From an optimization exercise on the open Yosys and OpenROAD flow, aimed at small area and a short achievable clock period; shortcuts taken in it are not production practice. RTL that was checked went through simulation tests only; none was proved equivalent to the original.

== 04-25 ==
## fpga_trading_core
module fpga_trading_core (
    input  wire        clk,
    input  wire        rst_n,
    input  wire        market_data_valid,
    input  wire [31:0] market_data_price,
    input  wire [31:0] market_data_size,
    input  wire [1:0]  market_data_type,  
    output reg         send_order,
    output wire [31:0] best_bid_price,
    output wire [31:0] best_bid_size,
    output wire [31:0] best_ask_price,
    output wire [31:0] best_ask_size,
    output wire [15:0] book_imbalance_fixed,
    output wire [7:0]  trade_intensity,
    output wire        ai_prediction
);
Size: about 300 flip-flops, ~220 I/O pins.
Settings: LEC_CHECK=0, CAP_MARGIN=20, CORE_MARGIN=2, CORE_UTILIZATION=55, SLEW_MARGIN=20, SYNTH_HIERARCHICAL=1; clock period 320.0 ns.
standard.sh (not shown) runs the stock make flow with config.mk's settings and CLKGATE_MAP_FILE= SYNTH_SCRIPT=/design/flow/synth_recipe.tcl, a recipe that flattens the netlist after the stock synthesis.
==> flow/flow/run.sh <==
#!/bin/bash
# The standard layout (bash standard.sh), with these settings passed to its make:
#  - the port buffers are buf_1 cells;
#  - clock tree: clkbuf_8 cells, sink clusters of up to 16 flip-flops, no dummy loads.
# The make output goes to standard_flow.log; each tool's log is under orfs/logs/.
set -euo pipefail
MARGIN=254
bash standard.sh \
  "BUFFER_PORTS_ARGS=-buffer_cell sky130_fd_sc_hd__buf_1" \
  SETUP_SLACK_MARGIN=$MARGIN \
  "CTS_ARGS=-sink_clustering_enable -repair_clock_nets -buf_list sky130_fd_sc_hd__clkbuf_8 -sink_clustering_size 16 -sink_clustering_max_diameter 50 -dont_use_dummy_load" \
  finish > standard_flow.log 2>&1
Both conditions hold for 04-25: the flow ran to the end and the final layout passed the timing, design-rule and antenna checks.
Changes in 07-03 relative to 04-25:
Settings: a change of CORE_UTILIZATION from 55 to 40.
Findings:
- 07-03 and 04-25 ended up with roughly the same fmax.
- On sequential share of layout area, 04-25 and 07-03 are basically level.
- 04-25 reports its master of the slowest instance on the critical path as sky130_fd_sc_hd__dfrtp_1 while 07-03 reports sky130_fd_sc_hd__dfrtp_2.
- Looking at number of stages on the worst setup path, 07-03 sits 1 above 04-25.
- In the floorplan summary, 07-03 is listed with a die area greater than that of 04-25.
- Going from 04-25 to 07-03, number of filler instances in the final layout grew by more than half.
- Compared with 04-25, in 07-03 highest cell delay on the worst timing path +0.03 ns, worst-case setup slack after placement has increased.
- In the reports for 04-25 and 07-03, the larger worst setup margin belongs to 07-03.

* * *

job 3144:
fpga_trading_core, a different RTL version from the one above (not shown whole).
For scale: ~290 flip-flops, roughly 220 I/O pins, roughly 0.036 mm^2 of cells after synthesis.
Design fpga_trading_core, start of the top module:
module fpga_trading_core (
    input  wire        clk,
    input  wire        rst_n,
    input  wire        market_data_valid,
    input  wire [31:0] market_data_price,
    input  wire [31:0] market_data_size,
    input  wire [1:0]  market_data_type,  
    output reg         send_order,
    output wire [31:0] best_bid_price,
    output wire [31:0] best_bid_size,
    output wire [31:0] best_ask_price,
    output wire [31:0] best_ask_size,
    output wire [15:0] book_imbalance_fixed,
    output wire [7:0]  trade_intensity,
    output wire        ai_prediction
);
==> flow/config.mk <==
export PLATFORM = sky130hd
export DESIGN_NAME = fpga_trading_core
export DESIGN_NICKNAME = fpga_trading_core
export VERILOG_FILES = /design/flow/design.v
export SDC_FILE = /design/flow/constraint.sdc
export NUM_CORES = 4
export LEC_CHECK = 0
export CAP_MARGIN = 20
export CORE_MARGIN = 2
export CORE_UTILIZATION = 40
export CTS_BUF_LIST = sky130_fd_sc_hd__clkbuf_4
export SLEW_MARGIN = 20
==> flow/constraint.sdc <==
create_clock -name core_clock -period 320.0 [get_ports {clk}]
set_input_delay 64.0000 -clock core_clock [delete_from_list [all_inputs] [get_ports {clk}]]
set_output_delay 64.0000 -clock core_clock [all_outputs]
set_load 0.01 [all_outputs]
==> flow/flow/run.sh <==
#!/bin/bash
set -euo pipefail
bash standard.sh "BUFFER_PORTS_ARGS=-buffer_cell sky130_fd_sc_hd__buf_1" SETUP_SLACK_MARGIN=252 finish > standard_flow.log 2>&1
Job 3144 finished every stage and its layout cleared the timing, design-rule and antenna checks.
> inputs changed (job 3144 -> job 3175)
==> flow/flow/run.sh <==
#!/bin/bash
# Standard layout; the port buffers are buf_1 cells.
set -euo pipefail
bash standard.sh "BUFFER_PORTS_ARGS=-buffer_cell sky130_fd_sc_hd__buf_1" finish > standard_flow.log 2>&1
--- outcome ---
- Job 3175 ends up with a maximum number of pins on one net before global-route repair that is about 0.64% lower than in job 3144.
- Job 3175 reports its startpoint of the worst setup timing path as feature_engine.pend_book while job 3144 reports market_data_price[1].
- The lower total length of routed wires came out of job 3175.
- Worst setup slack ended up 1760 ps lower on job 3175 than on job 3144.
- In the reports for job 3144 and job 3175, the larger worst hold margin belongs to job 3144.
Relative to job 3175, the following input files were edited for job 5491:
- CTS_BUF_LIST: sky130_fd_sc_hd__clkbuf_4 -> unset
==> flow/flow/run.sh <==
#!/bin/bash
set -euo pipefail
MARGIN=${MARGIN:-254}
bash standard.sh SETUP_SLACK_MARGIN=$MARGIN finish > standard_flow.log 2>&1
Notes after the runs:
Changes observed in job 5491 relative to job 3175: global-route usage went up by 1.8 points, post-layout worst setup margin went up 2140 ps, number of H-tree branching levels dropped 1. On filler cell count: between job 5491 and job 3175, it ends up lower for job 5491.
No functional check of the RTL was part of any run of this note.

* * *

Another version of the RTL of fpga_trading_core (not shown whole).
Size: roughly 3,800 cells after synthesis, roughly 290 flip-flops, about 220 I/O pins, roughly 36,000 um2 of cells after synthesis.
Design fpga_trading_core, start of the top module:
module fpga_trading_core (
    input  wire        clk,
    input  wire        rst_n,
    input  wire        market_data_valid,
    input  wire [31:0] market_data_price,
    input  wire [31:0] market_data_size,
    input  wire [1:0]  market_data_type,  
    output reg         send_order,
    output wire [31:0] best_bid_price,
    output wire [31:0] best_bid_size,
    output wire [31:0] best_ask_price,
    output wire [31:0] best_ask_size,
    output wire [15:0] book_imbalance_fixed,
    output wire [7:0]  trade_intensity,
    output wire        ai_prediction
);
clock: 320.0 ns
lec_check: 0
cap_margin: 20
core_margin: 2
core_utilization: 40
cts_buf_list: sky130_fd_sc_hd__clkbuf_4
slew_margin: 20
==> flow/flow/run.sh <==
#!/bin/bash
# The standard layout (bash standard.sh), with two settings passed to its make:
#  - the port buffers are buf_1 cells;
set -euo pipefail
bash standard.sh "BUFFER_PORTS_ARGS=-buffer_cell sky130_fd_sc_hd__buf_1" SETUP_SLACK_MARGIN=254 finish > standard_flow.log 2>&1
Rerun with:
SYNTH_HIERARCHICAL = 1   (was unset)
Outcome:
- worst setup slack improved by 620 ps
- synthesized area hardly moves
- final area fell by 1.1%
- sequential share of layout area rises by 0.21 points
- cell count goes down by 0.55%
- die area barely changes
- via count went up by 0.49%
- worst hold slack is better by 6.2 ps
- global-route usage rose by 0.69 points
Rerun with:
==> flow/flow/run.sh (replaced) <==
#!/bin/bash
# The standard layout (bash standard.sh), with these settings passed to its make:
#  - the port buffers are buf_1 cells;
#  - clock tree: clkbuf_8 cells, sink clusters of up to 16 flip-flops, no dummy loads.
# The make output goes to standard_flow.log; each tool's log is under orfs/logs/.
set -euo pipefail
MARGIN=254
bash standard.sh \
  "BUFFER_PORTS_ARGS=-buffer_cell sky130_fd_sc_hd__buf_1" \
  SETUP_SLACK_MARGIN=$MARGIN \
  "CTS_ARGS=-sink_clustering_enable -repair_clock_nets -buf_list sky130_fd_sc_hd__clkbuf_8 -sink_clustering_size 16 -sink_clustering_max_diameter 50 -dont_use_dummy_load" \
  finish > standard_flow.log 2>&1
CTS_BUF_LIST = unset   (was sky130_fd_sc_hd__clkbuf_4)
After rerunning:
- The new run finished clean
- global-route usage falls by 0.26 points
- via count falls by 1.4%
- die area does not change
- final cell count falls by 2.3%
- register-to-register slack gets better by 70 ps
- maximum frequency rises by 0.41%
- routed wire length falls by 0.83%
- design area falls by 1.3%
- synthesized cell count does not change
Rerun with:
==> flow/flow/run.sh (replaced) <==
#!/bin/bash
# The standard layout (bash standard.sh), with these settings passed to its make:
#  - the port buffers are buf_1 cells;
#  - clock tree: clkbuf_8 cells, sink clusters of up to 20 flip-flops, no dummy loads.
# The make output goes to standard_flow.log; each tool's log is under orfs/logs/.
set -euo pipefail
MARGIN=254
bash standard.sh \
  "BUFFER_PORTS_ARGS=-buffer_cell sky130_fd_sc_hd__buf_1" \
  SETUP_SLACK_MARGIN=$MARGIN \
  "CTS_ARGS=-sink_clustering_enable -repair_clock_nets -buf_list sky130_fd_sc_hd__clkbuf_8 -sink_clustering_size 20 -sink_clustering_max_diameter 60 -dont_use_dummy_load" \
  finish > standard_flow.log 2>&1
After rerunning: Clock skew climbs by 35 ps. Setup slack got worse by 28 ps. Cell area hardly moves.

* * *

Another version of the RTL of fpga_trading_core (not shown whole).
Size: about 2600 cells after synthesis, roughly 300 flip-flops, ~31000 µm² of cells after synthesis.
Settings: LEC_CHECK=0, CAP_MARGIN=20, CORE_MARGIN=2, CORE_UTILIZATION=40, SLEW_MARGIN=20, SYNTH_HIERARCHICAL=1; clock period 320.0 ns.
==> flow/flow/run.sh <==
#!/bin/bash
# The standard layout (bash standard.sh), with these settings passed to its make:
#  - the port buffers are buf_1 cells;
#  - clock tree: clkbuf_8 cells, sink clusters of up to 16 flip-flops, no dummy loads.
# The make output goes to standard_flow.log; each tool's log is under orfs/logs/.
set -euo pipefail
MARGIN=252.8
bash standard.sh \
  "BUFFER_PORTS_ARGS=-buffer_cell sky130_fd_sc_hd__buf_1" \
  SETUP_SLACK_MARGIN=$MARGIN \
  "CTS_ARGS=-sink_clustering_enable -repair_clock_nets -buf_list sky130_fd_sc_hd__clkbuf_8 -sink_clustering_size 16 -sink_clustering_max_diameter 50 -dont_use_dummy_load" \
  finish > standard_flow.log 2>&1
The first run completed with no timing, DRC or antenna violations.
Change:
--- a/flow/flow/run.sh
+++ b/flow/flow/run.sh
@@ -5,5 +5,5 @@
 # The make output goes to standard_flow.log; each tool's log is under orfs/logs/.
 set -euo pipefail
-MARGIN=252.8
+MARGIN=253.3
 bash standard.sh \
   "BUFFER_PORTS_ARGS=-buffer_cell sky130_fd_sc_hd__buf_1" \
The changed run finished clean.
Wire length grows by 0.54%.
Final area hardly moves.
Final cell count is about the same.
Non-clock buffer count grows by 1.
Change:
--- a/flow/flow/run.sh
+++ b/flow/flow/run.sh
@@ -5,5 +5,5 @@
 # The make output goes to standard_flow.log; each tool's log is under orfs/logs/.
 set -euo pipefail
-MARGIN=253.3
+MARGIN=254
 bash standard.sh \
   "BUFFER_PORTS_ARGS=-buffer_cell sky130_fd_sc_hd__buf_1" \
Critical path depth fell by 4.
Setup slack is better by 0.52 ns.
Hold slack loses 0.023 ns.
Final cell count came out higher by 0.60%.
Register-to-register slack gains 0.47 ns.
Global-route usage is higher by 0.36 points.
Flip-flop and latch count is unchanged.
Routed wire length grows by 3.7%.
Count of clock-buffer cells in the layout falls by 5.
Die area is unchanged.

* * *

the previous run:
fpga_trading_core again, from the RTL that the note above started with.
export LEC_CHECK = 0
export CAP_MARGIN = 20
export CORE_MARGIN = 2
export CORE_UTILIZATION = 40
export SLEW_MARGIN = 20
export SYNTH_HIERARCHICAL = 1
create_clock -name core_clock -period 320.0 [get_ports {clk}]
==> flow/flow/run.sh <==
#!/bin/bash
# The standard layout (bash standard.sh), with these settings passed to its make:
#  - the port buffers are buf_1 cells;
#  - clock tree: clkbuf_8 cells, sink clusters of up to 16 flip-flops, no dummy loads.
# The make output goes to standard_flow.log; each tool's log is under orfs/logs/.
set -euo pipefail
MARGIN=253.7
bash standard.sh \
  "BUFFER_PORTS_ARGS=-buffer_cell sky130_fd_sc_hd__buf_1" \
  SETUP_SLACK_MARGIN=$MARGIN \
  "CTS_ARGS=-sink_clustering_enable -repair_clock_nets -buf_list sky130_fd_sc_hd__clkbuf_8 -sink_clustering_size 16 -sink_clustering_max_diameter 50 -dont_use_dummy_load" \
  finish > standard_flow.log 2>&1
The previous run went all the way through the flow, and no timing, DRC or antenna check failed.
diff inputs: the previous run => the current run
- changing CAP_MARGIN from 20 to 5
- changing SLEW_MARGIN from 20 to 5
==> summary.txt <==
Summary of the current run over the previous run: required arrival time at the worst endpoint up 0.04 ns, wire length saw little to no change. There was hardly any difference in clock latency of the later-clocked register in the worst-skew pair between the current run and the previous run. The run showing the greater layout overhead on the synthesized area is the previous run. First-pass GRT wire length (higher): the current run. Compared with the previous run, the current run shows a lower initial detailed-routing violation count. There was hardly any difference in share of the final layout cell area in sequential cells between the previous run and the current run. Status: total number of vias parity (the current run, the previous run). The post-route clock period utilization was comparable across the previous run and the current run. The previous run → the current run: non-clock buffer count decreased by about 1.1% relative to the old numbers; smallest setup slack after layout rose by 0.027 ns.

## what the ideal ports hide
The results above use ideal ports. As a check the final layouts listed here were re-extracted and re-timed, cells and wires unchanged.
Step 1, drivers: a clkbuf_16 drives clk and a buf_2 each remaining input, both assumed.
Step 2 adds t to the input delays and takes it off the output delays; t is the mean of the earliest and latest rising clock arrival at the registers after step 1. Input paths then give back, and output paths get back, about the clock's delay inside the block.
Slacks: ideal / step 1 / step 2; pairs: ideal / step 1.
| run | t, ns | setup WS [ns] | worst setup path after step 2 | cell pins on the clock port's net |
|---|---|---|---|---|
| 04-25 | 0.644 | 254.002 / 253.943 / 253.452 | input to register | 1 |
| 07-03 | 0.627 | 254.006 / 253.948 / 253.485 | input to register | 1 |
| job 3144 | 0.872 | 252.102 / 252.111 / 251.240 | input to register | 1 |
| job 3175 | 0.887 | 250.340 / 250.340 / 250.340 | register to register | 1 |
| job 5491 | 0.629 | 252.482 / 252.498 / 251.870 | input to register | 1 |
| the first run of note 3 | 0.875 | 253.124 / 253.138 / 252.263 | input to register | 1 |
| the second run of note 3 | 0.933 | 253.746 / 253.684 / 253.154 | input to register | 1 |
| the third run of note 3 | 0.691 | 254.019 / 253.955 / 253.375 | input to register | 1 |
| the fourth run of note 3 | 0.672 | 253.991 / 253.930 / 253.419 | input to register | 1 |
| the first run of note 4 | 0.654 | 252.953 / 252.982 / 252.327 | input to register | 1 |
| the second run of note 4 | 0.656 | 253.449 / 253.480 / 252.823 | input to register | 1 |
| the third run of note 4 | 0.647 | 253.969 / 253.905 / 253.434 | input to register | 1 |
| the previous run | 0.655 | 253.764 / 253.794 / 253.139 | input to register | 1 |
| the current run | 0.669 | 253.791 / 253.823 / 253.160 | input to register | 1 |
After both steps setup and hold are still met in every run listed. For job 3144, which loses most, drivers alone change the setup slack by +0.009 ns; drivers and shift together by -0.862 ns.
